This design comes from an exercise in tuning for small area and a short achievable clock period on the open sky130 flow, not from production work. At most, simulation tests tie the RTL to the original design; equivalence was not proved.

==> flow/design.v (excerpt) <==
module calc(out, decimal, CLK, RST, CE, plus, sub, multi, equal);
For scale: roughly 40 flip-flops, about 32 I/O pins, ~0.0044 mm² of cells after synthesis.
Settings: LEC_CHECK=0, CAP_MARGIN=20, CORE_MARGIN=2, CORE_UTILIZATION=40, SETUP_SLACK_MARGIN=4, SLEW_MARGIN=20; clock period 7.5 ns.
run.sh (not shown) runs the stock make flow with config.mk's settings and CLKGATE_MAP_FILE= SYNTH_SCRIPT=/design/flow/synth_recipe.tcl, a recipe that flattens the netlist after the stock synthesis.
The baseline completed with no timing, DRC or antenna violations.
Next try:
--- a/flow/config.mk
+++ b/flow/config.mk
@@ -10,3 +10,2 @@
 export CORE_UTILIZATION = 40
-export SETUP_SLACK_MARGIN = 4
 export SLEW_MARGIN = 20
Wire length came out lower by roughly a tenth.
Cell area goes down by roughly a tenth.
Final cell count goes down by a few percent.
No functional check of the RTL was part of any run of this note.

The RTL this note starts from:
==> flow/design.v <==
module calc(out, decimal, CLK, RST, CE, plus, sub, multi, equal);
output [14:0] out;
input  [9:0]  decimal;
input  CLK, RST, CE, plus, sub, multi, equal;
reg [14:0] B, R;
reg [2:0]  cnt;
reg [1:0]  ope;    
reg        P;      
reg fx8, fx4, fxn, fy1, fy2, fyn;   
reg fk;                             
reg fci;                            
reg [3:0] ff;                       
wire [3:0] d = decimal[9] ? 4'd9 : decimal[8] ? 4'd8 : decimal[7] ? 4'd7 :
               decimal[6] ? 4'd6 : decimal[5] ? 4'd5 : decimal[4] ? 4'd4 :
               decimal[3] ? 4'd3 : decimal[2] ? 4'd2 : decimal[1] ? 4'd1 : 4'd0;
wire digit = (decimal != 10'd0) && (cnt != 3'd7);
wire o_non = (ope == 2'd0), o_add = (ope == 2'd1), o_sub = (ope == 2'd2), o_mul = (ope == 2'd3);
wire o_as  = o_add | o_sub;
wire bx4 = (d == 4'd3) | (d == 4'd4) | (d == 4'd5);
wire bx8 = (d >= 4'd6);
wire by1 = (d == 4'd1) | (d == 4'd3) | (d == 4'd5) | (d == 4'd7) | (d == 4'd9);
wire by2 = (d == 4'd2) | (d == 4'd6);
wire byn = (d == 4'd3) | (d == 4'd6) | (d == 4'd7);
wire [3:0] f = o_mul ? 4'd0 : o_sub ? 4'd9 - d : d;
always @(posedge CLK) begin
    fx8 <= o_as | (o_mul & bx8);
    fx4 <= o_mul & bx4;
    fxn <= o_as;
    fy1 <= o_as | (o_mul & by1);
    fy2 <= o_mul & by2;
    fyn <= o_as | (o_mul & byn);
    fk  <= o_add;
    fci <= o_add | (o_mul & byn);
    ff  <= {f[3], f[2] | f[3], f[1] | f[3], f[0]};
end
wire [14:0] W = {R[11:0], fk, fk, fk};
wire [14:0] V = {R[13:0], fk};
wire [11:0] Xh = ((fx8 ? B[11:0] : 12'd0) | (fx4 ? B[12:1] : 12'd0)) ^ {12{fxn}};
wire [14:0] X = {Xh, (fx4 & B[0]) | ff[2], ff[1], ff[0]};
wire [14:0] Y = ((fy1 ? B : 15'd0) | (fy2 ? {B[13:0], 1'b0} : 15'd0)) ^ {15{fyn}};
wire [14:0] s1 = W ^ V ^ X;
wire [14:0] c1 = {(W[13:0] & V[13:0]) | (W[13:0] & X[13:0]) | (V[13:0] & X[13:0]), ff[3]};
wire [14:0] s2 = s1 ^ c1 ^ Y;
wire [14:0] c2 = {(s1[13:0] & c1[13:0]) | (s1[13:0] & Y[13:0]) | (c1[13:0] & Y[13:0]), ff[3]};
wire [14:0] S = s2 + c2 + {14'd0, fci};
wire [14:0] Reff = P ? S : R;
always @(posedge CLK or negedge RST)
    if (!RST) begin
        B <= 0; R <= 0; cnt <= 0; ope <= 0; P <= 0;
    end else begin
        P <= digit;
        if (digit) begin
            R <= Reff;
            cnt <= cnt + 3'd1;
        end else if (plus | sub | multi) begin
            B <= Reff;
            ope <= plus ? 2'd1 : sub ? 2'd2 : 2'd3;
            R <= (plus | sub) ? Reff : 15'd0;
            cnt <= 0;
        end else if (equal) begin
            if (!o_non) B <= Reff;
            ope <= 0;
            R <= 0;
            cnt <= 0;
        end else if (CE) begin
            R <= o_as ? B : 15'd0;
            cnt <= 0;
        end else
            R <= Reff;
    end
assign out = B;
endmodule
==> flow/config.mk <==
export PLATFORM = sky130hd
export DESIGN_NAME = calc
export DESIGN_NICKNAME = calc
export VERILOG_FILES = /design/flow/design.v
export SDC_FILE = /design/flow/constraint.sdc
export NUM_CORES = 4
export LEC_CHECK = 0
export CAP_MARGIN = 20
export CORE_MARGIN = 2
export CORE_UTILIZATION = 40
export SLEW_MARGIN = 20
==> flow/constraint.sdc <==
create_clock -name core_clock -period 7.5 [get_ports {CLK}]
set_input_delay 1.5000 -clock core_clock [delete_from_list [all_inputs] [get_ports {CLK}]]
set_output_delay 1.5000 -clock core_clock [all_outputs]
set_load 0.01 [all_outputs]
The starting point ran to the end with no violations.
Then changed:
Settings changed: SETUP_SLACK_MARGIN set to 4.
Critical path depth stays the same.
Wire length goes up by 6.0%.
Final area climbs by 12%.
Die area does not change.
Then changed:
==> flow/flow/run.sh (new file) <==
#!/bin/bash
# Standard layout, but with plain buf_2 cells as the port buffers.
set -euo pipefail
bash standard.sh "BUFFER_PORTS_ARGS=-buffer_cell sky130_fd_sc_hd__buf_2" finish > orfs_flow.log 2>&1
==> flow/standard.sh (new file) <==
#!/bin/bash
# synth_recipe.tcl (not shown) runs the flow's synth.tcl, then flattens the netlist and writes it again
# the make line also repeats each setting of config.mk as NAME=value (left out here)
make -C /OpenROAD-flow-scripts/flow DESIGN_CONFIG=/design/flow/config.mk WORK_HOME=/design/flow/orfs CLKGATE_MAP_FILE= SYNTH_SCRIPT=/design/flow/synth_recipe.tcl "${@:-finish}"
Settings changed: SETUP_SLACK_MARGIN 4 to 3.5.
removed: flow/run.sh
=> Global-route usage falls by 0.38 points. Core utilization fell by 6.3 points. Fmax fell by 7.7%. First-iteration DRC count rises by 4.4%. Worst setup slack got worse by 0.29 ns. Routed wire length fell by 4.1%.
Then changed:
Settings changed: CORE_UTILIZATION 40 to 55, SETUP_SLACK_MARGIN 3.5 to 3.75.
Outcome: Global-route usage goes up by 7.3 points; via count goes up by 3.4%; count of clock-buffer cells in the layout goes down by 3; register-to-register slack improved by 0.21 ns; die area goes down by 26%; hold slack got worse by 0.0041 ns; non-clock buffer count goes up by 6; fmax goes up by 5.9%; critical path depth is unchanged.

-- port drivers added, routing unchanged --
Ports are ideal in the flow. The routed layouts listed here were re-timed in OpenROAD. Step 1 assumes that a clkbuf_16 drives the clock port and a buf_2 every other input. Step 2, shift: input delay + t, output delay - t, t = (earliest + latest rising clock arrival at the registers) / 2. This alone moves slack from input paths to output paths. Slacks: ideal / step 1 / step 2; pairs: ideal / step 1.
| run | shift t [ns] | setup slack, ns | hold WS [ns] | worst setup path at the end | latest minus earliest clock arrival (ns) |
|---|---|---|---|---|---|
| the first run of note 1 | 0.328 | 2.765 / 2.765 / 2.765 | 0.497 / 0.497 / 0.497 | register to register | 0.012 / 0.012 |
| the second run of note 1 | 0.333 | 1.823 / 1.823 / 1.823 | 0.507 / 0.507 / 0.507 | register to register | 0.009 / 0.009 |
| the first run of note 2 | 0.329 | 3.205 / 3.205 / 3.205 | 0.516 / 0.516 / 0.516 | register to register | 0.015 / 0.015 |
| the second run of note 2 | 0.335 | 3.969 / 3.969 / 3.711 | 0.508 / 0.508 / 0.508 | input to register | 0.009 / 0.009 |
| the third run of note 2 | 0.347 | 3.677 / 3.677 / 3.677 | 0.514 / 0.514 / 0.514 | register to register | 0.017 / 0.017 |
| the fourth run of note 2 | 0.338 | 3.891 / 3.891 / 3.761 | 0.510 / 0.510 / 0.510 | input to register | 0.005 / 0.005 |
After both steps setup and hold are still met in every run listed. The setup slack of the second run of note 2, which loses most, moves by 0.000 ns with the drivers and by -0.258 ns with both steps.
